From an optimization exercise on the open Yosys and OpenROAD flow, aimed at small area; shortcuts taken in it are not production practice. Only simulation tests tie the RTL to the original design; equivalence was not proved. Power is estimated from default activity; no workload was simulated.

File: design.v
module regfile_forward(rs_data, rt_data, rs_num, rt_num, rd_num, rd_data, rd_we, clk, rst_b);
	input       [4:0]  rs_num, rt_num, rd_num;
	input       [31:0] rd_data;
	input              rd_we, clk, rst_b;
	output wire [31:0] rs_data, rt_data;
	reg         [31:0] mem[1:31];
	reg         [31:1] valid;
	wire wr = rd_we && (rd_num != 0);
	always @(posedge clk or negedge rst_b)
		if (!rst_b)
			valid <= 31'b0;
		else if (wr)
			valid[rd_num] <= 1'b1;
	always @(posedge clk)
		if (wr)
			mem[rd_num] <= rd_data;
	wire rs_byp = rd_we && (rd_num == rs_num) && (rs_num != 0);
	wire rt_byp = rd_we && (rd_num == rt_num) && (rt_num != 0);
	reg  [31:0] rs_or, rt_or;
	integer k;
	always @(*) begin
		rs_or = rs_byp ? rd_data : 32'h0;
		rt_or = rt_byp ? rd_data : 32'h0;
		for (k = 1; k < 32; k = k + 1) begin
			rs_or = rs_or | ({32{!rs_byp && valid[k] && (rs_num == k)}} & mem[k]);
			rt_or = rt_or | ({32{!rt_byp && valid[k] && (rt_num == k)}} & mem[k]);
		end
	end
	assign rs_data = rs_or;
	assign rt_data = rt_or;
endmodule
module btb16(rd_idx, pc_hi, tag_hit, hist, target, wr_idx, wr_tag, wr_hist, wr_target, wr_we, clk, rst_b);
	input       [3:0]  rd_idx, wr_idx;
	input       [29:0] pc_hi;       
	output wire        tag_hit;     
	output wire [1:0]  hist;
	output wire [29:0] target;
	input       [25:0] wr_tag;
	input       [1:0]  wr_hist;
	input       [29:0] wr_target;
	input              wr_we, clk, rst_b;
	reg         [25:0] tag_mem[0:15];
	reg         [1:0]  hist_mem[0:15];
	reg         [29:0] tgt_mem[0:15];
	reg         [15:0] valid;
	always @(posedge clk or negedge rst_b)
		if (!rst_b)
			valid <= 16'b0;
		else if (wr_we)
			valid[wr_idx] <= 1'b1;
	always @(posedge clk)
		if (wr_we) begin
			tag_mem[wr_idx]  <= wr_tag;
			hist_mem[wr_idx] <= wr_hist;
			tgt_mem[wr_idx]  <= wr_target;
		end
	reg  [25:0] tag_or;
	reg  [1:0]  hist_or;
	reg  [29:0] tgt_or;
	reg         v;
	integer k;
	always @(*) begin
		tag_or = 26'h0;
		hist_or = 2'b00;
		tgt_or = 30'h0;
		v = 1'b0;
		for (k = 0; k < 16; k = k + 1)
			if (rd_idx == k) v = valid[k];
		for (k = 0; k < 16; k = k + 1) begin
			tag_or  = tag_or  | ({26{valid[k] && (rd_idx == k)}} & tag_mem[k]);
			hist_or = hist_or | ({2{valid[k] && (rd_idx == k)}} & hist_mem[k]);
			tgt_or  = tgt_or  | ({30{valid[k] && (rd_idx == k)}} & tgt_mem[k]);
		end
	end
	assign tag_hit = (tag_or == pc_hi[29:4]) && (v || (pc_hi[3:0] == 4'h0));
	assign hist    = hist_or;
	assign target  = tgt_or;
endmodule
module exception_unit(exception_halt, pc, IBE);
	output wire      exception_halt;
	input     [31:0] pc;
	input            IBE;
	assign exception_halt = (pc[1:0] != 2'b00) || IBE;
endmodule
module syscall_unit(syscall_halt, r_v0, Sys);
	output wire        syscall_halt;
	input       [31:0] r_v0;
	input              Sys;
	assign syscall_halt = Sys && (r_v0 == 32'h0a);
endmodule
module mips_decode( 
   ctrl_we, ctrl_Sys, ctrl_RI, alu__sel, regdst, pcMuxSel, jLink_en,
   memtoreg, alusrc1, alusrc2, se, mem_write_en, hi_en,lo_en,
   load_sel, brcond, store_sel,
   load_stall,
   dcd_op, dcd_funct2, dcd_rt
   );
   input       [5:0] dcd_op, dcd_funct2;
   input       [4:0] dcd_rt;
   output reg        ctrl_we, ctrl_Sys, ctrl_RI, regdst, jLink_en, alusrc1, alusrc2, se, hi_en, lo_en;
   output reg  [1:0] memtoreg, pcMuxSel;
   output reg  [3:0] alu__sel, mem_write_en;
   output reg  [2:0] load_sel,brcond;
   output reg  [1:0] store_sel;
   output reg        load_stall;
   always_comb begin
     alu__sel = 4'h0;  
     ctrl_we = 1'b1;  
     ctrl_Sys = 1'b0;
     ctrl_RI = 1'b0;
     regdst = 1'b0;  
     pcMuxSel = 2'b00;  
     jLink_en = 1'b0;  
     memtoreg = 2'b00;  
     alusrc1 = 1'b0;  
     alusrc2 = 1'b0;  
     se = 1'b0;  
     mem_write_en = 4'b0;  
     load_sel = 3'b0;
     store_sel = 2'b0;
     load_stall = 1'b0;  
     hi_en = 1'b0;  
     lo_en = 1'b0;  
     brcond = 3'b111; 
     case(dcd_op)  
       6'h00:  
         begin
           regdst = 1'b1;  
         case(dcd_funct2)
           6'h00:
             begin
               alu__sel = 4'b0010;
               alusrc1 = 1'b1;
               alusrc2 = 1'b1;
             end
          6'h02:
             begin
               alu__sel = 4'b0011;
               alusrc1 = 1'b1;
               alusrc2 = 1'b1;
             end
           6'h03:
             begin
               alu__sel = 4'b0100;
               alusrc1 = 1'b1;
               alusrc2 = 1'b1;
             end
           6'h04:
             alu__sel = 4'b0101;
           6'h06:
             alu__sel = 4'b0110;
           6'h07:
             alu__sel = 4'b0111;
           6'h08:  
             begin
               ctrl_we = 1'b0;
               pcMuxSel = 2'b10;
             end
           6'h09:
             begin
               pcMuxSel = 2'b10;
               jLink_en = 1'b1;
               ctrl_we = 1'b1;
             end
           6'h0c:
             ctrl_Sys = 1'b1;
           6'h10:  
             begin
               memtoreg=2'b10;
               load_stall=1'b1;
             end
           6'h11:  
             hi_en = 1'b1;
           6'h12:  
             begin
               memtoreg=2'b11;
               load_stall=1'b1;
             end
           6'h13:  
             lo_en = 1'b1;
           6'h20: 
               alu__sel = 4'b0000;
           6'h21:
             alu__sel = 4'b0000;  
           6'h22:
             alu__sel = 4'b0001;
           6'h23:
             alu__sel = 4'b0001;  
           6'h24:
             alu__sel = 4'b1000;
           6'h25:
             alu__sel = 4'b1001;
           6'h26:
             alu__sel = 4'b1010;
           6'h27:
             alu__sel = 4'b1011;
           6'h2a:
             alu__sel = 4'b1100;
           6'h2b:
             alu__sel = 4'b1101;
           default:
             ctrl_RI = 1'b1;
         endcase  
         end  
       6'h01:  
         case(dcd_rt)
           5'h00:
             begin
               alu__sel = 4'b0001;
               ctrl_we = 1'b0;
               pcMuxSel = 2'b01;
               brcond = 3'b000;
             end
           5'h01:
             begin
               alu__sel = 4'b0001;
               ctrl_we = 1'b0;
               pcMuxSel = 2'b01;
               brcond = 3'b001;
             end
           5'h10:
             begin
               alu__sel = 4'b0001;
               pcMuxSel = 2'b01;
               jLink_en = 1'b1;
               brcond = 3'b000;
             end
           5'h11:
             begin
               alu__sel = 4'b0001;  
               pcMuxSel = 2'b01;
               jLink_en = 1'b1;
               brcond = 3'b001;
             end
           default:
             ctrl_RI = 1'b1;
         endcase  
       6'h02:
         begin
           ctrl_we = 1'b0;
           pcMuxSel = 2'b11;
         end
       6'h03:
         begin
           ctrl_we = 1'b1;  
           pcMuxSel = 2'b11;
           jLink_en = 1'b1;
         end
       6'h04:
         begin
           alu__sel = 4'b0001;  
           ctrl_we = 1'b0;
           pcMuxSel = 2'b01;
           brcond = 3'b010;
           se = 1'b1;
         end
       6'h05:
         begin
           alu__sel = 4'b0001;  
           ctrl_we = 1'b0;
           pcMuxSel = 2'b01;
           brcond = 3'b011;
           se = 1'b1;
         end
       6'h06:
         begin
           alu__sel = 4'b0001;  
           ctrl_we = 1'b0;
           pcMuxSel = 2'b01;
           brcond = 3'b100;
           se = 1'b1;
         end
       6'h07:
         begin
           alu__sel = 4'b0001;  
           ctrl_we = 1'b0;
           pcMuxSel = 2'b01;
           brcond = 3'b101;
           se = 1'b1;
         end
       6'h08:
         begin
           alu__sel = 4'b0000;
           alusrc2 = 1'b1;
           se = 1'b1;
         end
       6'h09:
         begin
           alu__sel = 4'b0000;
           alusrc2 = 1'b1;
           se = 1'b1;  
         end
       6'h0a:
         begin
           alu__sel = 4'b1100;
           alusrc2 = 1'b1;
           se = 1'b1;
         end
       6'h0b:
         begin
           alu__sel = 4'b1101;
           alusrc2 = 1'b1;
         end
       6'h0c:
         begin
           alu__sel = 4'b1000;
           alusrc2 = 1'b1;
         end
       6'h0d:
         begin
           alu__sel = 4'b1001;
           alusrc2 = 1'b1;
         end
       6'h0e:
         begin
           alu__sel = 4'b1010;
           alusrc2 = 1'b1;
         end
       6'h0f:
         begin
           memtoreg = 2'b01;
           load_stall = 1'b1;
           load_sel = 3'b000;
         end
       6'h20:
         begin
           load_stall = 1'b1;
           alu__sel = 4'b0000;
           se = 1'b1;
           alusrc2 = 1'b1;
           memtoreg = 1'b1;
           load_sel = 3'b001;
         end
       6'h21:
         begin
           load_stall = 1'b1;
           alu__sel = 4'b0000;
           se = 1'b1;
           alusrc2 = 1'b1;
           memtoreg = 1'b1;
           load_sel = 3'b010;
         end
       6'h23:
         begin
           load_stall = 1'b1;
           alu__sel = 4'b0000;
           se = 1'b1;
           alusrc2 = 1'b1;
           memtoreg = 1'b1;
           load_sel = 3'b011;
         end
       6'h24:
         begin
           load_stall = 1'b1;
           alu__sel = 4'b0000;
           se = 1'b1;
           alusrc2 = 1'b1;
           memtoreg = 1'b1;
           load_sel = 3'b100;
         end
       6'h25:
         begin
           load_stall = 1'b1;
           alu__sel = 4'b0000;
           se = 1'b1;
           alusrc2 = 1'b1;
           memtoreg = 1'b1;
           load_sel = 3'b101;
         end
       6'h28:
         begin
           ctrl_we = 1'b0;
           alu__sel = 4'b0000;
           alusrc2 = 1'b1;
           se = 1'b1;
           regdst = 1'b1;
           mem_write_en = 4'b1000;
           store_sel = 2'b00;
         end
       6'h29:
         begin
           ctrl_we = 1'b0;
           alu__sel = 4'b0000;
           alusrc2 = 1'b1;
           se = 1'b1;
           regdst = 1'b1;
           mem_write_en = 4'b1100;
           store_sel = 2'b01;
         end
       6'h2b:
         begin
           ctrl_we = 1'b0;
           alu__sel = 4'b0000;
           alusrc2 = 1'b1;
           se = 1'b1;
           regdst = 1'b1;
           mem_write_en = 4'b1111;
           store_sel = 2'b10;
         end
       default:
         begin
            ctrl_RI = 1'b1;
         end
     endcase  
   end
endmodule
module mips_core( 
   inst_addr, mem_addr, mem_data_in, mem_write_en, halted,
   clk, inst_excpt, mem_excpt, inst, mem_data_out, rst_b
   );
   parameter text_start  = 32'h00400000;  
   input         clk, inst_excpt, mem_excpt;
   output [29:0] inst_addr;
   output [29:0] mem_addr;
   input  [31:0] inst, mem_data_out;
   output [31:0] mem_data_in;
   output [3:0]  mem_write_en;
   output        halted;
   input         rst_b;
   reg  [31:0] pc;
   reg  [31:0] pc_ID, inst_ID;
   reg         btbHit_ID;
   reg  [1:0]  history_ID;
   reg  [31:0] pc_EX, rs_data_EX, rt_data_EX;
   reg  [15:0] imm_EX;           
   reg         immhi_EX;         
   reg  [4:0]  target_EX;        
   reg  [4:0]  wr_reg_EX;
   reg  [1:0]  fwd_rs_sel_EX, fwd_rt_sel_EX;
   reg         btbHit_EX, pcLinkSel_EX;
   reg  [1:0]  history_EX;
   reg         ctrl_we_EX, hi_en_EX, lo_en_EX, st_EX;
   reg  [1:0]  pcMuxSel_EX;
   reg         ctrl_Sys_EX, jLink_en_EX, alusrc2_EX, load_stall_EX;
   reg  [1:0]  memtoreg_EX, store_sel_EX;
   reg  [3:0]  alu__sel_EX;
   reg  [2:0]  load_sel_EX, brcond_EX;
   reg  [31:0] alu__out_MEM, rt_data_MEM, pcLink_MEM;
   reg  [4:0]  wr_reg_MEM;
   reg         ctrl_we_MEM, ctrl_Sys_MEM, jLink_en_MEM, st_MEM;
   reg  [1:0]  memtoreg_MEM, store_sel_MEM;
   reg  [2:0]  load_sel_MEM;
   reg  [31:0] wr_dataMem, pcLink_WB;
   reg  [4:0]  wr_reg_WB;
   reg         ctrl_we_WB, jLink_en_WB, sys_halt_WB;
   reg  [31:0] hi_out, lo_out;
   reg         hi_v, lo_v;       
   reg         flush;
   reg         halted;
   wire        internal_halt, exception_halt, syscall_halt;
   wire        IFen, EXen, mispredict;
   wire [31:0] pc_plus4 = pc + 32'd4;
   wire        btbHit;
   wire [1:0]  history;
   wire [29:0] btb_target;
   wire [31:0] pcPred, pcCorr, newpc;
   wire        btbPred = btbHit && history[1];
   assign pcPred = btbPred ? {btb_target, 2'b00} : pc_plus4;
   assign pcCorr = mispredict ? newpc : pcPred;
   assign inst_addr = pc[31:2];
   always @(posedge clk or negedge rst_b)
     if (!rst_b)
       pc <= text_start;
     else if (!internal_halt && (IFen || mispredict))
       pc <= pcCorr;
   always @(posedge clk or negedge rst_b)
     if (!rst_b)
        inst_ID <= 32'h0;
     else if (IFen)
        inst_ID <= inst;
   always @(posedge clk)
     if (IFen) begin
        pc_ID <= pc;
        btbHit_ID <= btbHit;
        history_ID <= history;
     end
   wire [4:0]  dcd_rs = inst_ID[25:21];
   wire [4:0]  dcd_rt = inst_ID[20:16];
   wire [4:0]  dcd_rd = inst_ID[15:11];
   wire [15:0] dcd_imm = inst_ID[15:0];
   wire [3:0]  alu__sel;
   wire        ctrl_we, ctrl_Sys, ctrl_RI, regdst, jLink_en, alusrc1, alusrc2, se;
   wire        hi_en, lo_en, load_stall;
   wire [1:0]  memtoreg, pcMuxSel, store_sel;
   wire [3:0]  mem_en;
   wire [2:0]  load_sel, brcond;
   mips_decode Decoder(.ctrl_we(ctrl_we), .ctrl_Sys(ctrl_Sys), .ctrl_RI(ctrl_RI),
                       .alu__sel(alu__sel), .regdst(regdst), .pcMuxSel(pcMuxSel),
                       .jLink_en(jLink_en), .memtoreg(memtoreg), .alusrc1(alusrc1),
                       .alusrc2(alusrc2), .se(se), .mem_write_en(mem_en),
                       .hi_en(hi_en), .lo_en(lo_en), .load_sel(load_sel),
                       .brcond(brcond), .store_sel(store_sel), .load_stall(load_stall),
                       .dcd_op(inst_ID[31:26]), .dcd_funct2(inst_ID[5:0]), .dcd_rt(dcd_rt));
   wire [4:0]  rt_regNum = ctrl_Sys ? 5'd2 : dcd_rt;    
   wire [4:0]  wr_regNum = regdst ? dcd_rd : dcd_rt;
   wire [31:0] rs_data, rt_data, wr_data;
   wire [4:0]  wr_reg;
   regfile_forward RegFile(.rs_data(rs_data), .rt_data(rt_data), .rs_num(dcd_rs),
                           .rt_num(rt_regNum), .rd_num(wr_reg), .rd_data(wr_data),
                           .rd_we(ctrl_we_WB), .clk(clk), .rst_b(rst_b));
   wire [1:0]  fwd_rs_sel, fwd_rt_sel;
   wire        pcLinkSel;
   forwardData fwd(.wr_reg_EX(wr_reg_EX), .wr_reg_MEM(wr_reg_MEM), .dcd_rt(rt_regNum),
                   .dcd_rs(dcd_rs), .ctrl_we_EX(ctrl_we_EX), .ctrl_we_MEM(ctrl_we_MEM),
                   .jLink_en_EX(jLink_en_EX), .jLink_en_MEM(jLink_en_MEM),
                   .pcLinkSel(pcLinkSel), .rsfwd(fwd_rs_sel), .rtfwd(fwd_rt_sel));
   wire load_use = load_stall_EX && (ctrl_we_EX || st_EX) &&
                   ((regdst && (rt_regNum != 5'd0) && (rt_regNum == wr_reg_EX)) ||
                    ((dcd_rs != 5'd0) && (dcd_rs == wr_reg_EX)));
   assign IFen = !load_use;
   always @(posedge clk or negedge rst_b)
     if (!rst_b)
       flush <= 1'b0;
     else
       flush <= mispredict;
   assign EXen = !flush && !mispredict && IFen;
   always @(posedge clk or negedge rst_b)
     if (!rst_b) begin
        rs_data_EX <= 32'h0;
        rt_data_EX <= 32'h0;
        fwd_rs_sel_EX <= 2'b00;
        fwd_rt_sel_EX <= 2'b00;
     end else if (EXen) begin
        rs_data_EX <= rs_data;
        rt_data_EX <= rt_data;
        fwd_rs_sel_EX <= fwd_rs_sel;
        fwd_rt_sel_EX <= fwd_rt_sel;
     end
   always @(posedge clk)
     if (EXen) begin
        pc_EX <= pc_ID;
        imm_EX <= dcd_imm;
        immhi_EX <= se & dcd_imm[15];
        target_EX <= inst_ID[25:21];
        wr_reg_EX <= wr_regNum;
        btbHit_EX <= btbHit_ID;
        pcLinkSel_EX <= pcLinkSel;
        history_EX <= history_ID;
     end
   always @(posedge clk or negedge rst_b)
     if (!rst_b) begin
        ctrl_we_EX <= 1'b0;
        hi_en_EX <= 1'b0;
        lo_en_EX <= 1'b0;
        st_EX <= 1'b0;
        pcMuxSel_EX <= 2'b00;
        ctrl_Sys_EX <= 1'b0;
        alusrc2_EX <= 1'b0;
        alu__sel_EX <= 4'h0;
        store_sel_EX <= 2'b00;
     end else begin
        ctrl_we_EX <= EXen & ctrl_we;
        hi_en_EX <= EXen & hi_en;
        lo_en_EX <= EXen & lo_en;
        st_EX <= EXen & (mem_en != 4'b0);
        pcMuxSel_EX <= EXen ? pcMuxSel : 2'b00;
        ctrl_Sys_EX <= ctrl_Sys;
        alusrc2_EX <= alusrc2;
        alu__sel_EX <= alu__sel;
        store_sel_EX <= store_sel;
     end
   always @(posedge clk) begin
        jLink_en_EX <= jLink_en;
        load_stall_EX <= load_stall;
        memtoreg_EX <= memtoreg;
        load_sel_EX <= load_sel;
        brcond_EX <= brcond;
   end
   wire [31:0] imm_full = {{16{immhi_EX}}, imm_EX};
   wire [31:0] pcfwd = pcLinkSel_EX ? pcLink_WB : pcLink_MEM;
   wire [31:0] rs_fwd, rt_fwd;
   mux4to1 fwdrs(rs_fwd, rs_data_EX, alu__out_MEM, wr_dataMem, pcfwd, fwd_rs_sel_EX);
   mux4to1 fwdrt(rt_fwd, rt_data_EX, alu__out_MEM, wr_dataMem, pcfwd, fwd_rt_sel_EX);
   wire [31:0] alu_in2 = alusrc2_EX ? imm_full : rt_fwd;
   wire [31:0] alu__out;
   wire        branchTrue;
   mips_ALU ALU(.alu__out(alu__out), .branchTrue(branchTrue), .alu__op1(rs_fwd),
                .alu__op2(alu_in2), .sh_data(rt_fwd), .sh_const(imm_EX[10:6]),
                .alu__sel(alu__sel_EX), .brcond(brcond_EX));
   wire [1:0]  pcMuxSelFinal = (pcMuxSel_EX == 2'b01 && !branchTrue) ? 2'b00 : pcMuxSel_EX;
   wire [31:0] pc_EX4 = pc_EX + 32'd4;
   wire [31:0] br_target = pc_EX4 + {imm_full[29:0], 2'b00};
   wire [31:0] j_target = {pc_EX[31:28], target_EX, wr_reg_EX, imm_EX, 2'b00};
   wire [31:0] ctl_target;
   mux4to1 pcMux(ctl_target, pc_EX4, br_target, rs_fwd, j_target, pcMuxSelFinal);
   assign newpc = (pcMuxSelFinal == 2'b00 && !IFen) ? pc_EX : ctl_target;
   assign mispredict = !flush && (pcMuxSel_EX != 2'b00) && (pc_ID != ctl_target);
   wire        btb_wr_we = (pcMuxSelFinal != 2'b00);
   wire [1:0]  sat_inc = (history_EX == 2'b11) ? 2'b11 : history_EX + 2'b01;
   wire [1:0]  state_new = btbHit_EX ? sat_inc : (mispredict ? 2'b10 : 2'b01);
   btb16 btb(.rd_idx(pc[5:2]), .pc_hi(pc[31:2]), .tag_hit(btbHit), .hist(history),
             .target(btb_target), .wr_idx(pc_EX[5:2]), .wr_tag(pc_EX[31:6]),
             .wr_hist(state_new), .wr_target(ctl_target[31:2]), .wr_we(btb_wr_we),
             .clk(clk), .rst_b(rst_b));
   always @(posedge clk or negedge rst_b)
     if (!rst_b) begin
       hi_v <= 1'b0;
       lo_v <= 1'b0;
     end else begin
       if (hi_en_EX) hi_v <= 1'b1;
       if (lo_en_EX) lo_v <= 1'b1;
     end
   always @(posedge clk) begin
     if (hi_en_EX) hi_out <= rs_fwd;
     if (lo_en_EX) lo_out <= rs_fwd;
   end
   always @(posedge clk or negedge rst_b)
     if (!rst_b) begin
        ctrl_we_MEM <= 1'b0;
        ctrl_Sys_MEM <= 1'b0;
        st_MEM <= 1'b0;
        alu__out_MEM <= 32'h0;
        rt_data_MEM <= 32'h0;
        store_sel_MEM <= 2'b00;
     end else begin
        ctrl_we_MEM <= ctrl_we_EX;
        ctrl_Sys_MEM <= ctrl_Sys_EX;
        st_MEM <= st_EX;
        alu__out_MEM <= alu__out;
        rt_data_MEM[15:0] <= rt_fwd[15:0];
        rt_data_MEM[31:16] <= (memtoreg_EX == 2'b01) ? imm_EX : rt_fwd[31:16];
        store_sel_MEM <= store_sel_EX;
     end
   always @(posedge clk) begin
        pcLink_MEM <= pc_EX4;
        wr_reg_MEM <= wr_reg_EX;
        jLink_en_MEM <= jLink_en_EX;
        memtoreg_MEM <= memtoreg_EX;
        load_sel_MEM <= load_sel_EX;
   end
   wire [1:0]  offset = alu__out_MEM[1:0];
   assign mem_addr = alu__out_MEM[31:2];
   wire [31:0] load_data;
   loader loader(.load_data(load_data), .dcd_imm(rt_data_MEM[31:16]), .mem_data(mem_data_out),
                 .load_sel(load_sel_MEM), .offset(offset));
   storer storer(.store_data(mem_data_in), .mem_write_en(mem_write_en), .rt_data(rt_data_MEM),
                 .store_sel(store_sel_MEM), .offset(offset), .st(st_MEM));
   reg [31:0] wb_data;
   always_comb
     case (memtoreg_MEM)
       2'b00: wb_data = alu__out_MEM;
       2'b01: wb_data = load_data;
       2'b10: wb_data = hi_v ? hi_out : 32'h0;
       default: wb_data = lo_v ? lo_out : 32'h0;
     endcase
   wire sys_halt;
   syscall_unit SU(.syscall_halt(sys_halt), .r_v0(rt_data_MEM), .Sys(ctrl_Sys_MEM));
   always @(posedge clk or negedge rst_b)
     if (!rst_b) begin
        ctrl_we_WB <= 1'b0;
        sys_halt_WB <= 1'b0;
     end else begin
        ctrl_we_WB <= ctrl_we_MEM;
        sys_halt_WB <= sys_halt;
     end
   always @(posedge clk) begin
        wr_dataMem <= wb_data;
        pcLink_WB <= pcLink_MEM;
        wr_reg_WB <= wr_reg_MEM;
        jLink_en_WB <= jLink_en_MEM;
   end
   assign wr_data = jLink_en_WB ? pcLink_WB : wr_dataMem;
   assign wr_reg = jLink_en_WB ? 5'd31 : wr_reg_WB;
   exception_unit EU(.exception_halt(exception_halt), .pc(pc), .IBE(inst_excpt));
   assign syscall_halt = sys_halt_WB;
   assign internal_halt = exception_halt | syscall_halt;
   always @(posedge clk or negedge rst_b)
     if (!rst_b)
       halted <= 1'b0;
     else
       halted <= internal_halt;
endmodule  
module mips_ALU(alu__out, branchTrue, alu__op1, alu__op2, sh_data, sh_const, alu__sel, brcond);
   output logic [31:0] alu__out;
   output logic        branchTrue;
   input  logic [31:0] alu__op1, alu__op2;
   input  logic [31:0] sh_data;         
   input  logic [4:0]  sh_const;        
   input  logic [3:0]  alu__sel;
   input  logic [2:0]  brcond;
   wire        sub = (alu__sel == 4'b0001) || (alu__sel == 4'b1100) || (alu__sel == 4'b1101);
   wire [32:0] sum = {1'b0, alu__op1} + {1'b0, alu__op2 ^ {32{sub}}} + {32'b0, sub};
   wire        sltu = !sum[32];
   wire        slt = (alu__op1[31] ^ alu__op2[31]) ? alu__op1[31] : sum[31];
   wire        sh_var = (alu__sel == 4'b0101) || (alu__sel == 4'b0110) || (alu__sel == 4'b0111);
   wire        sh_left = (alu__sel == 4'b0010) || (alu__sel == 4'b0101);
   wire        sh_arith = (alu__sel == 4'b0100) || (alu__sel == 4'b0111);
   wire [4:0]  sh_amt = sh_var ? alu__op1[4:0] : sh_const;
   logic [31:0] sh_in, sh_rev, sh_out;
   always_comb begin
      for (int i = 0; i < 32; i++) sh_rev[i] = sh_data[31 - i];
      sh_in = sh_left ? sh_rev : sh_data;
   end
   wire [31:0] sh_r = $signed({sh_arith & sh_data[31], sh_in}) >>> sh_amt;
   always_comb
      for (int i = 0; i < 32; i++) sh_out[i] = sh_left ? sh_r[31 - i] : sh_r[i];
   wire        op1_zero = (alu__op1 == 32'h0);
   logic       is_as, is_sh;
   always_comb begin
      is_as   = (alu__sel == 4'b0000) || (alu__sel == 4'b0001);
      is_sh   = (alu__sel >= 4'b0010) && (alu__sel <= 4'b0111);
      alu__out = ({32{is_as}} & sum[31:0]) |
                 ({32{is_sh}} & sh_out) |
                 ({32{alu__sel == 4'b1000}} & (alu__op1 & alu__op2)) |
                 ({32{alu__sel == 4'b1001}}  & (alu__op1 | alu__op2)) |
                 ({32{alu__sel == 4'b1010}} & (alu__op1 ^ alu__op2)) |
                 ({32{alu__sel == 4'b1011}} & ~(alu__op1 | alu__op2)) |
                 {31'b0, ((alu__sel == 4'b1100) && slt) || ((alu__sel == 4'b1101) && sltu)};
      branchTrue = 1'b0;
      if (alu__sel == 4'b0001)
        case (brcond)
          3'b000: branchTrue = alu__op1[31];
          3'b001: branchTrue = !alu__op1[31];
          3'b010:  branchTrue = (alu__op1 == alu__op2);
          3'b011:  branchTrue = (alu__op1 != alu__op2);
          3'b100: branchTrue = alu__op1[31] || op1_zero;
          3'b101: branchTrue = !alu__op1[31] && !op1_zero;
          default:  branchTrue = 1'b0;
        endcase
   end
endmodule
module forwardData(
  input logic [4:0] wr_reg_EX, wr_reg_MEM, dcd_rt, dcd_rs,
  input logic ctrl_we_EX, ctrl_we_MEM, jLink_en_EX, jLink_en_MEM,
  output logic pcLinkSel,
  output logic [1:0] rsfwd, rtfwd);
  always_comb begin
    rsfwd = 2'b0;
    rtfwd = 2'b0;
    pcLinkSel = 1'b0;
    if (ctrl_we_MEM != 0) begin
      if (dcd_rs != 0) begin
        if (dcd_rs == wr_reg_MEM) begin
          rsfwd = 2'b10;
        end
        if (jLink_en_MEM && dcd_rs == 5'd31) begin
          rsfwd = 2'b11;
          pcLinkSel = 1'b1;
        end
      end
      if (dcd_rt != 0) begin
        if (dcd_rt == wr_reg_MEM) begin
          rtfwd = 2'b10;
        end
        if (jLink_en_MEM && dcd_rt == 5'd31) begin
          rtfwd = 2'b11;
          pcLinkSel = 1'b1;
        end
      end
    end
    if (ctrl_we_EX != 0) begin
      if (dcd_rs != 0) begin
        if (dcd_rs == wr_reg_EX) begin
          rsfwd = 2'b01;
        end
        if (jLink_en_EX && dcd_rs == 5'd31) begin
          rsfwd = 2'b11;
        end
      end
      if (dcd_rt != 0) begin
        if (dcd_rt == wr_reg_EX) begin
          rtfwd = 2'b01;
        end
        if (jLink_en_EX && dcd_rt == 5'd31) begin
          rtfwd = 2'b11;
        end
      end
    end
  end
endmodule
module mux4to1 #(parameter width = 32) (
      output logic [width - 1:0] out,
      input logic [width - 1:0] in0, in1, in2, in3,
      input logic [1:0] sel);
    assign out = sel[1] ? (sel[0] ? in3 : in2) : (sel[0] ? in1 : in0);
endmodule
module loader (
      output logic [31:0] load_data,
      input logic [15:0] dcd_imm,
      input logic [31:0] mem_data,
      input logic [2:0] load_sel,
      input logic [1:0] offset);
    logic [31:0] data;
    assign data = mem_data >> {offset, 3'b000};
    always_comb begin
      case(load_sel)
        3'b000:
          load_data = {dcd_imm, 16'b0};
        3'b001:
          load_data = {{24{data[7]}}, data[7:0]};
        3'b010:
          load_data = {{16{data[15]}}, data[15:0]};
        3'b011:
          load_data = mem_data;
        3'b100:
          load_data = {24'b0, data[7:0]};
        3'b101:
          load_data = {16'b0, data[15:0]};
        default:
          load_data = 32'h0;
      endcase
    end
endmodule
module storer (
      output logic [31:0] store_data,
      output logic [3:0] mem_write_en,
      input logic [31:0] rt_data,
      input logic [1:0] store_sel,
      input logic [1:0] offset,
      input logic st);
    always_comb begin
      case (store_sel)
        2'b00: begin
            store_data = {24'b0, rt_data[7:0]} << {offset, 3'b000};
            mem_write_en = 4'b0001 << offset;
          end
        2'b01: begin
            store_data = {16'b0, rt_data[15:0]} << {offset, 3'b000};
            mem_write_en = 4'b0011 << offset;
          end
        2'b10: begin
            store_data = rt_data;
            mem_write_en = 4'b1111;
          end
        default: begin
            store_data = 32'h0;
            mem_write_en = 4'b0000;
          end
      endcase
      if (!st)
        mem_write_en = 4'b0000;
    end
endmodule
File: run.sh
#!/bin/bash
# synth_recipe.tcl (not shown) runs the flow's synth.tcl, then flattens the netlist and writes it again
# the make line also repeats each setting of config.mk as NAME=value (left out here)
make -C /OpenROAD-flow-scripts/flow DESIGN_CONFIG=/design/flow/config.mk WORK_HOME=/design/flow/orfs CLKGATE_MAP_FILE= SYNTH_SCRIPT=/design/flow/synth_recipe.tcl finish
File: config.mk
export PLATFORM = sky130hd
export DESIGN_NAME = mips_core
export DESIGN_NICKNAME = mips_core
export VERILOG_FILES = /design/flow/design.v
export SDC_FILE = /design/flow/constraint.sdc
export NUM_CORES = 4
export LEC_CHECK = 0
export CAP_MARGIN = 20
export CORE_MARGIN = 2
export CORE_UTILIZATION = 45
export CTS_CLUSTER_DIAMETER = 200
export CTS_CLUSTER_SIZE = 20
export PLACE_DENSITY = 0.6
export SLEW_MARGIN = 20
File: constraint.sdc
create_clock -name core_clock -period 15.0 [get_ports {clk}]
set_input_delay 3.0000 -clock core_clock [delete_from_list [all_inputs] [get_ports {clk}]]
set_output_delay 3.0000 -clock core_clock [all_outputs]
set_load 0.01 [all_outputs]
==> results of run 1 <==
-- cell type report --
type / count / area share
Clock inverter: 13 / 0.00224
Clock buffer: 238 / 0.0325
Timing Repair Buffer: 432 / 0.0302
Multi-Input combinational cell: 5023 / 0.304
Antenna cell: 13 / 0.000268
Sequential cell: 2473 / 0.591
Inverter: 157 / 0.00490
Tap cell: 3312 / 0.0342
-- worst min path at each step --
stage / depth (start not counted) / startpoint / slack [ps] / endpoint
global placement: 0 / pcLink_MEM[2] / 330 / pcLink_WB[2]
detailed placement: 0 / pcLink_MEM[27] / 330 / pcLink_WB[27]
floorplan: 0 / load_sel_EX[0] / 310 / load_sel_MEM[0]
CTS: 0 / pcLink_MEM[1] / 330 / pcLink_WB[1]
global route: 0 / pcLink_MEM[1] / 350 / pcLink_WB[1]
finish: 0 / pcLink_MEM[1] / 330 / pcLink_WB[1]
-- power breakdown --
part           internal [mW]  switching [mW]
clock                   1.83            2.37
sequential              8.69            1.03
combinational           1.79            3.58
-- metal layers --
layer  track usage  vias up
li1              -    33275
met1         0.484    42476
met2         0.527     7477
met3         0.127     1775
met4         0.184       34
met5       0.00888        -
-- kinds of logic (layout without fill, tap and decap cells) --
logic type / Yosys count / after routing / synth area share
compound gates: 2474 / 2474 / 0.167
xor+xnor: 244 / 244 / 0.0192
fa+ha+maj: 153 / 153 / 0.0173
buf+inv: 849 / 840 / 0.0318
flops: 2473 / 2473 / 0.643
mux: 406 / 406 / 0.0432
other cells: 0 / 13 / 0
simple gates: 1746 / 1746 / 0.0780
-- critical path, cell delays in order, from the launching register on --
cell and delay (ps):
dfrtp_2 590, buf_4 690, nor2b_1 110, a211oi_1 380
nor2_1 90, buf_4 200, inv_1 200, ha_1 290
nor4_1 550, nand4_1 410, or3_1 420, a311o_1 380
o311ai_1 140, a31oi_1 100, buf_4 230, a21oi_2 140
buf_4 280, nand3_1 140, o211a_1 450, a2111oi_0 680
nand4_1 210, nor4_1 380, a211o_4 640, nand2_2 360
inv_6 720, buf_4 790
-- per-stage QoR --
step	instances	utilization
final	11661	0.493
after global routing	11649	0.492
after CTS	11647	0.492
after detailed placement	11396	0.475
after global placement	11395	0.475
after floorplan	8345	-
-- layout by cell type (no fill, tap or decap), drive strengths merged, types with 123 or more instances in the layout --
cell	synthesis	routed
clkdlybuf4s50	0	162
xnor2	179	179
buf	171	270
clkbuf	521	238
mux2i	204	204
nand3	183	183
a222oi	252	252
nand4	181	181
ha	151	151
a221oi	268	268
o21ai	228	228
dfrtp	267	267
dfxtp	123	123
edfxtp	2082	2082
nand2	461	461
inv	155	158
nor3	153	153
a21oi	359	359
nor2	354	354
a22oi	684	684
a22o	169	169
mux2	158	158
==> flow_summary_export.csv, run 1 <==
group,metric,value,unit
run_status,status,"no timing/DRC/antenna violations",
layout,largest_reg_flops,992,
clocking,clkLatencyLatePin,890,ps
timing,finalHoldViolations,0,
timing,max_slew_margin,0.0724,
timing,timing.fmax,98.6,MHz
worst_setup_path,crit_path_start_kind,"register",
die,core_area,246000,µm²
timing,fin_crit_sh,0.676,
placed_design,hpwl,283000,µm
placed_design,place_ws,5210,ps
worst_setup_path,endpoint,"pc_EX[9]",
layout,multi_input_area,36900,µm²
route,met2WireLength,197000,µm
die,rows,182,
power_and_ir_drop,p_total,19.3,mW
route,first_pass_iters,11,
timing,finalSetupTns,0,ps
clocking,cts_tree,"yes",
die,die_y,502,µm
yosys,ys_types,95,
clocking,cts_sinks,2473,
clocking,htree_levels,4,
timing,drv_slew,0,
clocking,root_buffer,"clkbuf_16",
timing,whs,326,ps
layout,fillers,21063,
yosys,ys_seq_area_frac,0.643,
worst_setup_path,reg2reg_depth,25,
layout,drive_gt1_frac,0.100,
worst_setup_path,crit_type,"register to register",
route,drc_errors,0,
layout,fin_area,121000,µm²
placed_design,place_congestion,0.996,
yosys,synth_most_common_cell,"edfxtp_1",
layout,seqCellArea,71700,µm²
route,first_iter_violations,16740,
clocking,postCtsSetupBuffers,0,
placed_design,io_buffer_count,163,
yosys,yosys_register_bits,2473,
die,die_w,502,µm
worst_setup_path,startpoint,"fwd_rs_sel_EX[1]",
route,vias,85037,
timing,tightestPinTransition,1390,ps
global_route,grt_overflow,0,
clocking,cts_hold_buf,0,
global_route,antenna_found_initial,32,
yosys,yosys_most_used_dff,"edfxtp_1",
timing,setup_viol,0,
worst_setup_path,critPathArrivalTime,10620,ps
die,start_util,0.453,
worst_setup_path,required,15480,ps
clocking,post_cts_resized,0,
yosys,syn_area,111000,µm²
route,wl_met3,71600,µm
timing,setup_ws,4860,ps
clocking,clockBufferDepth,3,
yosys,avgSynthCellArea,13.4,µm²
yosys,synth_common_cells,"2,082 x edfxtp_1, 684 x a22oi_1, 521 x clkbuf_1",
route,routedWlPerCell,40.5,µm
worst_hold_path,hp-class,"register to register",
yosys,yosysTopAreaCell,"edfxtp_1",
global_route,grt_pass1_wl,639000,µm
global_route,grt_pass1_vias,79223,
layout,areaGrowthSynthToFinish,8.84,%
clocking,clk_pin_slew,90,ps
layout,num-nets-final,8449,
die,dieArea,252000,µm²
worst_setup_path,rr_endpoint,"pc_EX[9]",
yosys,yosysWarnings,8,
yosys,netlist_instances,8345,
global_route,grt_start_max_net_pins,80,
route,avgViaCountPerCell,7.29,
clocking,numCtsBuffers,141,
yosys,synth_edf_count,2082,
power_and_ir_drop,power.leakage,40.7,nW
job,drv_cap,0,
global_route,grtUsageTotal,0.364,
power_and_ir_drop,ir_drop,0.000100,V
yosys,synth_async_sr_flop_share,0.108,
route,wl,472000,µm
route,wl_met1,172000,µm
die,io_pins,165,
yosys,synth_top_area_share,0.561,
timing,post-route-min-period,10140,ps
timing,rsz0062_at_grt,"no",
layout,top_register,"RegFile.mem",
worst_setup_path,cp_max_fo,77,
yosys,synth.net_count,8566,
worst_setup_path,end_kind,"register",
placed_design,placed_cell_area,117000,µm²
timing,finalClockSkew,70.3,ps
yosys,synth_area_leaders,"edfxtp_1 56%, dfrtp_1 6.0%, a22oi_1 4.6%, a222oi_1 2.3%, dfxtp_1 2.2%",
layout,reg.largest.list,"RegFile.mem x992, btb.tgt_mem x480, btb.tag_mem x416",
route,ant_nets,0,
power_and_ir_drop,power_density,159,nW/µm²
worst_setup_path,rr_startpoint,"fwd_rs_sel_EX[1]",
route,routed.top_layer,"met5",
worst_setup_path,r2r_slack,4860,ps
==> run 2: changes to the inputs <==
--- a/design.v
+++ b/design.v
@@ -14,16 +14,14 @@
 	always @(posedge clk)
 		if (wr)
 			mem[rd_num] <= rd_data;
-	wire rs_byp = rd_we && (rd_num == rs_num) && (rs_num != 0);
-	wire rt_byp = rd_we && (rd_num == rt_num) && (rt_num != 0);
 	reg  [31:0] rs_or, rt_or;
 	integer k;
 	always @(*) begin
-		rs_or = rs_byp ? rd_data : 32'h0;
-		rt_or = rt_byp ? rd_data : 32'h0;
+		rs_or = 32'h0;
+		rt_or = 32'h0;
 		for (k = 1; k < 32; k = k + 1) begin
-			rs_or = rs_or | ({32{!rs_byp && valid[k] && (rs_num == k)}} & mem[k]);
-			rt_or = rt_or | ({32{!rt_byp && valid[k] && (rt_num == k)}} & mem[k]);
+			rs_or = rs_or | ({32{valid[k] && (rs_num == k)}} & mem[k]);
+			rt_or = rt_or | ({32{valid[k] && (rt_num == k)}} & mem[k]);
 		end
 	end
 	assign rs_data = rs_or;
@@ -441,8 +439,7 @@
    reg  [1:0]  memtoreg_MEM, store_sel_MEM;
    reg  [2:0]  load_sel_MEM;
    reg  [31:0] wr_dataMem, pcLink_WB;
-   reg  [4:0]  wr_reg_WB;
-   reg         ctrl_we_WB, jLink_en_WB, sys_halt_WB;
+   reg         sys_halt_WB;
    reg  [31:0] hi_out, lo_out;
    reg         hi_v, lo_v;       
    reg         flush;
@@ -497,7 +494,7 @@
    wire [4:0]  wr_reg;
    regfile_forward RegFile(.rs_data(rs_data), .rt_data(rt_data), .rs_num(dcd_rs),
                            .rt_num(rt_regNum), .rd_num(wr_reg), .rd_data(wr_data),
-                           .rd_we(ctrl_we_WB), .clk(clk), .rst_b(rst_b));
+                           .rd_we(ctrl_we_MEM), .clk(clk), .rst_b(rst_b));
    wire [1:0]  fwd_rs_sel, fwd_rt_sel;
    wire        pcLinkSel;
    forwardData fwd(.wr_reg_EX(wr_reg_EX), .wr_reg_MEM(wr_reg_MEM), .dcd_rt(rt_regNum),
@@ -583,7 +580,7 @@
    wire [31:0] j_target = {pc_EX[31:28], target_EX, wr_reg_EX, imm_EX, 2'b00};
    wire [31:0] ctl_target;
    mux4to1 pcMux(ctl_target, pc_EX4, br_target, rs_fwd, j_target, pcMuxSelFinal);
-   assign newpc = (pcMuxSelFinal == 2'b00 && !IFen) ? pc_EX : ctl_target;
+   assign newpc = ctl_target;
    assign mispredict = !flush && (pcMuxSel_EX != 2'b00) && (pc_ID != ctl_target);
    wire        btb_wr_we = (pcMuxSelFinal != 2'b00);
    wire [1:0]  sat_inc = (history_EX == 2'b11) ? 2'b11 : history_EX + 2'b01;
@@ -646,21 +643,16 @@
    wire sys_halt;
    syscall_unit SU(.syscall_halt(sys_halt), .r_v0(rt_data_MEM), .Sys(ctrl_Sys_MEM));
    always @(posedge clk or negedge rst_b)
-     if (!rst_b) begin
-        ctrl_we_WB <= 1'b0;
+     if (!rst_b)
         sys_halt_WB <= 1'b0;
-     end else begin
-        ctrl_we_WB <= ctrl_we_MEM;
+     else
         sys_halt_WB <= sys_halt;
-     end
    always @(posedge clk) begin
         wr_dataMem <= wb_data;
         pcLink_WB <= pcLink_MEM;
-        wr_reg_WB <= wr_reg_MEM;
-        jLink_en_WB <= jLink_en_MEM;
    end
-   assign wr_data = jLink_en_WB ? pcLink_WB : wr_dataMem;
-   assign wr_reg = jLink_en_WB ? 5'd31 : wr_reg_WB;
+   assign wr_data = jLink_en_MEM ? pcLink_MEM : wb_data;
+   assign wr_reg = jLink_en_MEM ? 5'd31 : wr_reg_MEM;
    exception_unit EU(.exception_halt(exception_halt), .pc(pc), .IBE(inst_excpt));
    assign syscall_halt = sys_halt_WB;
    assign internal_halt = exception_halt | syscall_halt;
==> flow_summary_export.csv, run 2 <==
group,metric,value,unit
clocking,cts_sinks,2466,
die,dieArea,249000,µm²
timing,rsz0062_at_grt,"no",
clocking,post_cts_resized,0,
clocking,clk_pin_slew,90,ps
global_route,grt_pass1_wl,625000,µm
yosys,synth_async_sr_flop_share,0.108,
die,io_pins,165,
route,vias,83294,
yosys,yosysWarnings,8,
yosys,avgSynthCellArea,13.6,µm²
timing,drv_slew,0,
job,drv_cap,0,
die,die_w,499,µm
worst_hold_path,worstHoldStart,"load_sel_EX[0]",
worst_hold_path,worstHoldPathCells,0,
worst_setup_path,required,15740,ps
placed_design,io_buffer_count,163,
yosys,synth_area_leaders,"edfxtp_1 57%, dfrtp_1 6.0%, a221oi_1 3.2%, a22oi_1 3.1%, a22o_1 3.1%",
power_and_ir_drop,p_sw,5.38,mW
timing,fin_crit_sh,0.723,
power_and_ir_drop,ir_drop,0.000107,V
timing,timing.fmax,92.3,MHz
worst_setup_path,rr_endpoint,"rt_data_EX[20]",
worst_setup_path,rr_startpoint,"fwd_rs_sel_EX[0]",
route,routedWlPerCell,40.4,µm
yosys,yosys_register_bits,2466,
timing,max_slew_margin,0.185,
clocking,numCtsBuffers,141,
layout,final_cell_mix,"2,082 x edfxtp_1, 462 x a22oi_1, 441 x nand2_1",
yosys,yosys_most_used_dff,"edfxtp_1",
clocking,postCtsSetupBuffers,0,
worst_setup_path,cp_max_fo,55,
layout,largest_reg_flops,992,
power_and_ir_drop,power.leakage,41.2,nW
clocking,htree_levels,4,
yosys,synth_most_common_cell,"edfxtp_1",
worst_setup_path,end_kind,"register",
worst_setup_path,critPathSlowestCell,"nor3_1",
yosys,netlist_instances,8131,
route,first_pass_iters,8,
layout,mostFrequentLayoutCell,"edfxtp_1",
route,first_iter_violations,16255,
layout,top_register,"RegFile.mem",
yosys,synth_common_cells,"2,082 x edfxtp_1, 491 x clkbuf_1, 462 x a22oi_1",
timing,finalSetupTns,0,ps
placed_design,hpwl,270000,µm
layout,reg.largest.list,"RegFile.mem x992, btb.tgt_mem x480, btb.tag_mem x416",
layout,fin_util,0.493,
layout,drive_gt1_frac,0.0995,
layout,areaGrowthSynthToFinish,8.84,%
yosys,synth_top_area_share,0.566,
die,start_util,0.453,
worst_setup_path,cp_slowest_stage_delay,830,ps
global_route,grtUsageTotal,0.357,
timing,tightestPinTransition,1210,ps
worst_hold_path,hold_end,"load_sel_MEM[0]",
layout,num-nets-final,8254,
power_and_ir_drop,sw_frac_of_total,0.325,
power_and_ir_drop,comb_power_share,0.223,
clocking,clkLatencyLatePin,880,ps
worst_hold_path,hp-class,"register to register",
worst_setup_path,cpLargestDelayFamily,"simple AND/OR/NAND/NOR gates",
route,avgViaCountPerCell,7.33,
clocking,cts_tree,"yes",
worst_setup_path,path_buf_inv,6,
timing,setup_viol,0,
global_route,grt_start_max_net_pins,78,
run_status,status,"no timing/DRC/antenna violations",
yosys,ys_types,95,
power_and_ir_drop,internal_power,11.2,mW
clocking,root_buffer,"clkbuf_16",
yosys,syn_area,110000,µm²
global_route,grt_overflow,0,
route,wl,459000,µm
timing,post-route-min-period,10840,ps
placed_design,place_congestion,0.970,
yosys,yosysTopAreaCell,"edfxtp_1",
route,ant_nets,0,
timing,finalHoldViolations,0,
worst_setup_path,reg2reg_depth,22,
power_and_ir_drop,power_density,138,nW/µm²
worst_setup_path,critPathArrivalTime,11580,ps
yosys,synth.net_count,8349,
global_route,grt_pass1_vias,76950,
timing,finalClockSkew,75.8,ps
worst_setup_path,crit_type,"register to register",
clocking,cts_hold_buf,0,
worst_setup_path,r2r_slack,4160,ps
power_and_ir_drop,p_clk_frac,0.252,
clocking,clockBufferDepth,3,
placed_design,placed_cell_area,116000,µm²
power_and_ir_drop,pwr-share-seq,0.525,
worst_setup_path,crit_path_start_kind,"register",
global_route,antenna_found_initial,39,
worst_setup_path,cp_common_cell,"buf_4",
worst_setup_path,path_cells,"buf_4 -> inv_1 -> mux4_2 -> inv_1 -> ha_1 -> nor4_1 -> nand4_1 -> nor3_1 -> or3_1 -> nand3_1 -> a21oi_2 -> buf_4 -> o31ai_1 -> a31oi_4 -> xor2_1 -> nor4_1 -> nand4_1 -> or4_4 -> a211oi_4 -> buf_4 -> buf_4 -> mux2_2",
layout,fin_area,120000,µm²
yosys,synth_edf_count,2082,
die,rows,181,
die,core_area,244000,µm²
route,drc_errors,0,
yosys,ys_seq_area_frac,0.648,
die,die_y,499,µm
run 2: changes by cell type after synthesis, sizes merged, moves of 49 or more:
| cell | delta |
|---|---|
| a21oi | -118 |
| a221oi | +140 |
| a222oi | -96 |
| a22o | +222 |
| a22oi | -222 |
| nand3 | +49 |
| nor3 | -56 |
run 2: worst max path at each step:
stage / from / endpoint / slack [ps] / cells after the start
final: fwd_rs_sel_EX[0] / rt_data_EX[20] / 4160 / 22
after global routing: fwd_rs_sel_EX[0] / rt_data_EX[20] / 3960 / 22
after CTS: fwd_rs_sel_EX[0] / rt_data_EX[16] / 4190 / 21
after detailed placement: fwd_rs_sel_EX[0] / rt_data_EX[10] / 4170 / 21
after global placement: fwd_rs_sel_EX[0] / rt_data_EX[9] / 4260 / 21
after floorplan: fwd_rs_sel_EX[0] / btb.hist_mem[1][0] / 3630 / 20
run 2: metal layers:
layer	part of all wire	vias to the layer above	wire length (µm)	global-route usage
met5	0.0010	-	479	0.00830
met4	0.064	36	29600	0.173
met3	0.15	1747	69600	0.125
met2	0.41	7409	190000	0.513
met1	0.37	41706	170000	0.482
li1	-	32396	-	-
run 2: area by class of cell:
| cell class | instances | area (µm²) |
|---|---|---|
| diodes | 30 | 75.1 |
| clock buffers | 220 | 3870 |
| clock inverters | 15 | 277 |
| fillers | 20782 | 124000 |
| inverters | 169 | 634 |
| multi-input cells | 4845 | 36200 |
| flip-flops and latches | 2466 | 71600 |
| well taps | 3202 | 4010 |
| repair buffers | 413 | 3510 |
run 2: cell families (layout without fill, tap and decap cells):
logic type,after synthesis,in the layout,share of synthesized area
flip-flops,2466,2466,0.648
AO/OA/AOI/OAI,2325,2325,0.161
AND/OR/NAND/NOR,1691,1691,0.0762
buffers and inverters,820,817,0.0310
multiplexers,455,455,0.0485
XOR/XNOR,224,224,0.0178
adder cells (fa/ha/maj),150,150,0.0171
other,0,30,0
run 2: through the flow:
| step | std cells | worst slack [ps] | hold WS [ps] | power [mW] |
|---|---|---|---|---|
| floorplan | 8131 | 3630 | 310 | 10.7 |
| detailed placement | 11094 | 4170 | 315 | 12.4 |
| global placement | 11092 | 4260 | 316 | 12.3 |
| CTS | 11329 | 4190 | 336 | 16.4 |
| global route | 11338 | 3960 | 342 | 17.0 |
| finish | 11360 | 4160 | 334 | 16.6 |
run 2: power groups by stage:
stage / combinational [mW] / sequential [mW] / clock [mW]
2_1_floorplan: 2.13 / 8.53 / 0
3_3_place_gp: 3.49 / 8.82 / 0
3_5_place_dp: 3.54 / 8.83 / 0
4_1_cts: 3.55 / 8.67 / 4.17
5_1_grt: 3.87 / 8.72 / 4.40
6_report: 3.70 / 8.70 / 4.17
==> run 3: changes to the inputs <==
--- a/config.mk
+++ b/config.mk
@@ -5,10 +5,10 @@
 export SDC_FILE = /design/flow/constraint.sdc
 export NUM_CORES = 4
 export LEC_CHECK = 0
-export CAP_MARGIN = 20
+export CAP_MARGIN = 40
 export CORE_MARGIN = 2
 export CORE_UTILIZATION = 45
 export CTS_CLUSTER_DIAMETER = 200
 export CTS_CLUSTER_SIZE = 20
 export PLACE_DENSITY = 0.6
-export SLEW_MARGIN = 20
+export SLEW_MARGIN = 40
==> flow_summary_export.csv, run 3 <==
group,metric,value,unit
run_status,status,"no timing/DRC/antenna violations",
power_and_ir_drop,p_clk_frac,0.251,
placed_design,placed_cells,11104,
global_route,grtUsageTotal,0.358,
layout,areaGrowthSynthToFinish,9.45,%
die,io_pins,165,
yosys,synth.net_count,8349,
route,wl,459000,µm
timing,tightestPinTransition,1050,ps
worst_setup_path,r2r_slack,4220,ps
timing,fin_crit_sh,0.719,
timing,finalSetupTns,0,ps
power_and_ir_drop,pwr-share-seq,0.524,
route,routedWlPerCell,40.4,µm
clocking,numCtsBuffers,141,
layout,multi_input_area,36300,µm²
route,ant_nets,0,
clocking,clk_pin_slew,90,ps
worst_setup_path,crit_path_start_kind,"register",
power_and_ir_drop,ir_drop,0.000109,V
clocking,post_cts_resized,0,
yosys,syn_area,110000,µm²
yosys,yosys_register_bits,2466,
worst_setup_path,crit_type,"register to register",
power_and_ir_drop,internal_power,11.2,mW
route,vias,82610,
worst_setup_path,cp_common_cell,"buf_4",
clocking,postCtsSetupBuffers,0,
power_and_ir_drop,power_density,137,nW/µm²
worst_setup_path,end_kind,"register",
worst_setup_path,cp_max_fo,55,
layout,drive_gt1_frac,0.104,
timing,post-route-min-period,10780,ps
yosys,yosys_most_used_dff,"edfxtp_1",
timing,finalClockSkew,61.6,ps
clocking,root_buffer,"clkbuf_16",
global_route,grt_start_max_net_pins,78,
yosys,synth_area_leaders,"edfxtp_1 57%, dfrtp_1 6.0%, a221oi_1 3.2%, a22oi_1 3.1%, a22o_1 3.1%",
global_route,grt_overflow,0,
power_and_ir_drop,sw_frac_of_total,0.325,
worst_setup_path,rr_startpoint,"fwd_rs_sel_EX[0]",
timing,drv_slew,0,
timing,finalHoldViolations,0,
layout,reg.largest.list,"RegFile.mem x992, btb.tgt_mem x480, btb.tag_mem x416",
timing,timing.fmax,92.8,MHz
route,first_pass_iters,10,
yosys,synth_most_common_cell,"edfxtp_1",
yosys,ys_types,95,
worst_setup_path,required,15740,ps
worst_setup_path,startpoint,"fwd_rs_sel_EX[0]",
yosys,yosysWarnings,8,
job,drv_cap,0,
die,dieArea,249000,µm²
clocking,cts_sinks,2466,
worst_hold_path,worstHoldStart,"load_sel_EX[0]",
layout,num-nets-final,8278,
clocking,cts_tree,"yes",
worst_setup_path,critPathArrivalTime,11520,ps
placed_design,place_congestion,0.970,
global_route,antenna_found_initial,33,
die,start_util,0.453,
yosys,yosysTopAreaCell,"edfxtp_1",
worst_hold_path,hp-class,"register to register",
layout,final_cell_mix,"2,082 x edfxtp_1, 462 x a22oi_1, 441 x nand2_1",
worst_setup_path,rr_endpoint,"rt_data_EX[20]",
worst_setup_path,path_cells,"buf_4 -> mux4_2 -> inv_1 -> ha_1 -> nor4_1 -> nand4_1 -> nor3_1 -> or3_1 -> nand3_1 -> a21oi_2 -> buf_4 -> o31ai_1 -> a31oi_4 -> xor2_1 -> nor4_1 -> nand4_1 -> or4_4 -> a211oi_4 -> buf_4 -> buf_4 -> mux2_2",
yosys,synth_edf_count,2082,
yosys,synth_top_area_share,0.566,
timing,max_slew_margin,0.300,
layout,top_register,"RegFile.mem",
layout,fillers,20751,
yosys,synth_async_sr_flop_share,0.108,
layout,fin_util,0.496,
yosys,synth_common_cells,"2,082 x edfxtp_1, 491 x clkbuf_1, 462 x a22oi_1",
yosys,netlist_instances,8131,
worst_setup_path,endpoint,"rt_data_EX[20]",
timing,setup_viol,0,
layout,mostFrequentLayoutCell,"edfxtp_1",
worst_setup_path,cp_slowest_stage_delay,850,ps
die,rows,181,
yosys,ys_seq_area_frac,0.648,
layout,largest_reg_flops,992,
route,drc_errors,0,
yosys,avgSynthCellArea,13.6,µm²
clocking,clockBufferDepth,3,
clocking,clkLatencyLatePin,890,ps
global_route,grt_pass1_wl,625000,µm
clocking,cts_hold_buf,0,
die,die_w,499,µm
placed_design,hpwl,273000,µm
power_and_ir_drop,power.leakage,41.5,nW
clocking,htree_levels,4,
timing,rsz0062_at_grt,"no",
worst_setup_path,critPathSlowestCell,"nor3_1",
layout,seqCellArea,71600,µm²
die,die_y,499,µm
die,core_area,244000,µm²
route,avgViaCountPerCell,7.27,
power_and_ir_drop,p_sw,5.39,mW
route,first_iter_violations,16496,
worst_setup_path,reg2reg_depth,21,
power_and_ir_drop,comb_power_share,0.225,
global_route,grt_pass1_vias,76621,
layout,fin_cells,11367,
placed_design,io_buffer_count,163,
run 3: cell types whose count changed in the layout (fill, tap and decap cells not counted), moves of 3 or more:
cell and delta:
and3_2 -3, buf_12 +10, buf_4 -25, buf_16 +4
buf_8 +4, o21ai_1 +5, and3_4 +3, clkbuf_1 -16
o21ai_0 -5, clkinv_16 +8, buf_6 +29
run 3: cell families (layout without fill, tap and decap cells):
kind of cell,after synthesis,count (layout),share of synthesized area
other,0,29,0
buffers and inverters,820,825,0.0310
adder cells (fa/ha/maj),150,150,0.0171
multiplexers,455,455,0.0485
XOR/XNOR,224,224,0.0178
AND/OR/NAND/NOR,1691,1691,0.0762
AO/OA/AOI/OAI,2325,2325,0.161
flip-flops,2466,2466,0.648
run 3: how the worst min path moves through the flow:
stage / to / slack, ps / cells after the start
finish: load_sel_MEM[0] / 330 / 0
global route: load_sel_MEM[0] / 340 / 0
CTS: load_sel_MEM[0] / 340 / 0
detailed placement: load_sel_MEM[0] / 310 / 0
global placement: load_sel_MEM[1] / 320 / 0
floorplan: load_sel_MEM[0] / 310 / 0
run 3: critical path, delay by kind of cell, from the launching register on:
kind / cells / cell delay (ps)
compound gates: 4 / 1350
simple gates: 8 / 3840
buf+inv: 5 / 2770
xor+xnor: 1 / 270
fa+ha+maj: 1 / 420
mux: 2 / 1190
flops: 1 / 600
run 3: power groups by stage:
stage               clock network (mW)  registers [mW]  logic [mW]
CTS                               4.16            8.67        3.56
global route                      4.39            8.71        3.90
floorplan                            0            8.53        2.13
finish                            4.16            8.69        3.73
detailed placement                   0            8.82        3.55
global placement                     0            8.82        3.49
run 3: layer usage:
metal  wire length (µm)  track usage  vias up
li1                   -            -    32411
met1             169000        0.479    41330
met4              28100        0.168       38
met5                382       0.0172        -
met3              69400        0.126     1606
met2             192000        0.518     7225
run 3: layout make-up:
type / count / area share
clock buffers: 202 / 0.0311
inverters: 169 / 0.00527
clock inverters: 17 / 0.00353
well taps: 3202 / 0.0332
flip-flops and latches: 2466 / 0.592
repair buffers: 437 / 0.0333
multi-input cells: 4845 / 0.301
diodes: 29 / 0.000601
run 3: metrics by stage:
step	hold WS [ps]	cell area (µm²)	setup WS, ps	total power, mW
after floorplan	310	110000	3630	10.7
after global placement	316	116000	4260	12.3
after detailed placement	315	116000	4540	12.4
after CTS	335	121000	4510	16.4
after global routing	341	121000	3940	17.0
final	333	121000	4220	16.6
==> run 4: changes to the inputs <==
==> config.mk (replaced) <==
export PLATFORM = sky130hd
export DESIGN_NAME = mips_core
export DESIGN_NICKNAME = mips_core
export VERILOG_FILES = /design/flow/design.v
export SDC_FILE = /design/flow/constraint.sdc
export NUM_CORES = 4
export LEC_CHECK = 0
export CAP_MARGIN = 20
export CORE_MARGIN = 2
export CORE_UTILIZATION = 45
export CTS_CLUSTER_DIAMETER = 100
export CTS_CLUSTER_SIZE = 25
export PLACE_DENSITY = 0.6
export SLEW_MARGIN = 20
==> flow_summary_export.csv, run 4 <==
group,metric,value,unit
yosys,synth_common_cells,"2,082 x edfxtp_1, 491 x clkbuf_1, 462 x a22oi_1",
timing,post-route-min-period,10840,ps
layout,drive_gt1_frac,0.0978,
route,first_pass_iters,12,
die,start_util,0.453,
timing,tightestPinTransition,1250,ps
worst_setup_path,critPathArrivalTime,11560,ps
yosys,ys_types,95,
placed_design,hpwl,270000,µm
layout,num-nets-final,8228,
placed_design,place_ws,4170,ps
clocking,postCtsSetupBuffers,0,
timing,setup_ws,4160,ps
route,routedWlPerCell,40.5,µm
worst_setup_path,required,15730,ps
worst_hold_path,worstHoldStart,"load_sel_EX[0]",
layout,mostFrequentLayoutCell,"edfxtp_1",
worst_hold_path,worstHoldPathCells,0,
power_and_ir_drop,ir_drop,0.000108,V
worst_hold_path,hp-class,"register to register",
yosys,netlist_instances,8131,
yosys,synth_edf_count,2082,
die,die_w,499,µm
global_route,grt_pass1_wl,623000,µm
clocking,post_cts_resized,0,
die,core_area,244000,µm²
route,avgViaCountPerCell,7.31,
power_and_ir_drop,power.leakage,40.9,nW
yosys,yosysTopAreaCell,"edfxtp_1",
clocking,root_buffer,"clkbuf_16",
worst_setup_path,end_kind,"register",
timing,rsz0062_at_grt,"no",
yosys,synth_most_common_cell,"edfxtp_1",
yosys,yosys_register_bits,2466,
clocking,htree_levels,3,
timing,max_slew_margin,0.159,
global_route,grt_start_max_net_pins,78,
timing,finalHoldViolations,0,
yosys,synth_top_area_share,0.566,
yosys,yosys_most_used_dff,"edfxtp_1",
route,drc_errors,0,
yosys,yosysWarnings,8,
clocking,numCtsBuffers,115,
global_route,grt_overflow,0,
route,vias,82740,
worst_setup_path,crit_type,"register to register",
timing,drv_slew,0,
timing,finalSetupTns,0,ps
clocking,clk_pin_slew,100,ps
run_status,status,"no timing/DRC/antenna violations",
power_and_ir_drop,power_density,136,nW/µm²
die,dieArea,249000,µm²
layout,fin_area,120000,µm²
die,die_y,499,µm
yosys,synth_async_sr_flop_share,0.108,
worst_setup_path,crit_path_start_kind,"register",
worst_setup_path,startpoint,"fwd_rs_sel_EX[0]",
worst_setup_path,rr_startpoint,"fwd_rs_sel_EX[0]",
layout,areaGrowthSynthToFinish,8.30,%
worst_setup_path,reg2reg_depth,21,
clocking,cts_hold_buf,0,
route,ant_nets,0,
yosys,syn_area,110000,µm²
layout,fin_cells,11322,
timing,fin_crit_sh,0.722,
yosys,synth_area_leaders,"edfxtp_1 57%, dfrtp_1 6.0%, a221oi_1 3.2%, a22oi_1 3.1%, a22o_1 3.1%",
placed_design,place_congestion,0.970,
route,first_iter_violations,16174,
timing,timing.fmax,92.3,MHz
timing,finalClockSkew,79.1,ps
global_route,grtUsageTotal,0.356,
job,drv_cap,0,
die,rows,181,
layout,top_register,"RegFile.mem",
clocking,clkLatencyLatePin,870,ps
worst_setup_path,cp_max_fo,55,
yosys,synth.net_count,8349,
route,wl,458000,µm
placed_design,placed_cells,11094,
timing,setup_viol,0,
clocking,cts_sinks,2466,
global_route,antenna_found_initial,42,
layout,final_cell_mix,"2,082 x edfxtp_1, 462 x a22oi_1, 441 x nand2_1",
clocking,clockBufferDepth,3,
clocking,cts_tree,"yes",
layout,largest_reg_flops,992,
layout,reg.largest.list,"RegFile.mem x992, btb.tgt_mem x480, btb.tag_mem x416",
die,io_pins,165,
yosys,avgSynthCellArea,13.6,µm²
placed_design,io_buffer_count,163,
global_route,grt_pass1_vias,76746,
yosys,ys_seq_area_frac,0.648,
placed_design,placed_cell_area,116000,µm²
run 4: cell type report:
type                    instances  area [µm²]
repair buffers                413        3510
multi-input cells            4845       36200
clock buffers                 184        3190
inverters                     169         634
clock inverters                22         382
flip-flops and latches       2466       71600
well taps                    3202        4010
diodes                         21        52.6
fillers                     20844      124000
run 4: where the power goes:
| part | total [mW] | switching [mW] | internal, mW |
|---|---|---|---|
| combinational | 3.70 | 2.52 | 1.18 |
| sequential | 8.70 | 0.495 | 8.21 |
| clock | 3.82 | 2.28 | 1.54 |
| total | 16.2 | 5.30 | 10.9 |
run 4: logic make-up after synthesis:
family	after synthesis	share of synthesized area
DFF	2466	0.648
AOI/OAI and AO/OA	2325	0.161
and+or+nand+nor	1691	0.0762
buffers and inverters	820	0.0310
muxes	455	0.0485
xor gates and xnor gates	224	0.0178
adders and majority gates	150	0.0171
run 4: stage by stage:
stage | power [mW] | hold WS (ps) | utilization
detailed placement | 12.4 | 315 | 0.476
floorplan | 10.7 | 310 | -
global placement | 12.3 | 316 | 0.475
finish | 16.2 | 335 | 0.491
CTS | 16.0 | 337 | 0.490
global route | 16.6 | 344 | 0.491
run 4: worst max-delay path: stages, from the launching register on:
cell and delay [ps]:
dfrtp_2 620, buf_4 630, mux4_2 790, inv_1 540
ha_1 420, nor4_1 310, nand4_1 270, nor3_1 880
or3_1 230, nand3_1 480, a21oi_2 270, buf_4 320
o31ai_1 180, a31oi_4 570, xor2_1 260, nor4_1 640
nand4_1 360, or4_4 760, a211oi_4 330, buf_4 600
buf_4 680, mux2_2 410
run 4: worst paths after layout:
| path | endpoint | slack (ps) |
|---|---|---|
| worst max-delay path | rt_data_EX[16] | 4160 |
| worst min-delay path | load_sel_MEM[0] | 340 |
| min in group asynchronous | alu__out_MEM[6] | 2120 |
| worst min register to register | load_sel_MEM[0] | 340 |
| worst max register to register | rt_data_EX[16] | 4160 |
| max in group asynchronous | pc[27] | 11250 |
run 4: layer usage:
layer  wire length, µm  track usage
met3             68800        0.125
met4             28500        0.170
met1            169000        0.478
met5               640       0.0100
met2            191000        0.512

## static timing again, ports no longer ideal
Ports are ideal in the flow. The routed layouts listed here were re-timed in OpenROAD. Step 1 (the two cells are an assumption about what drives the block):
set clk [get_ports {clk}]
set_driving_cell -lib_cell sky130_fd_sc_hd__clkbuf_16 $clk
set_driving_cell -lib_cell sky130_fd_sc_hd__buf_2 [delete_from_list [all_inputs] $clk]
Step 2 adds t to the input delays and takes it off the output delays; t is the mean of the earliest and latest rising clock arrival at the registers after step 1. Input paths then give back, and output paths get back, about the clock's delay inside the block. Slacks: ideal ports / drivers / drivers and shift; pairs: ideal ports / drivers.
| run | shift t [ns] | slack for setup (ns) | worst setup path at the end | slew at the worst register clock pin (ns) |
|---|---|---|---|---|
| run 1 | 0.941 | 4.859 / 4.859 / 4.859 | register to register | 0.11 / 0.11 |
| run 2 | 0.940 | 4.160 / 4.160 / 4.160 | register to register | 0.11 / 0.11 |
| run 3 | 0.964 | 4.222 / 4.222 / 4.222 | register to register | 0.11 / 0.11 |
| run 4 | 0.940 | 4.164 / 4.164 / 4.164 | register to register | 0.12 / 0.12 |
After both steps every run listed still meets setup and hold.
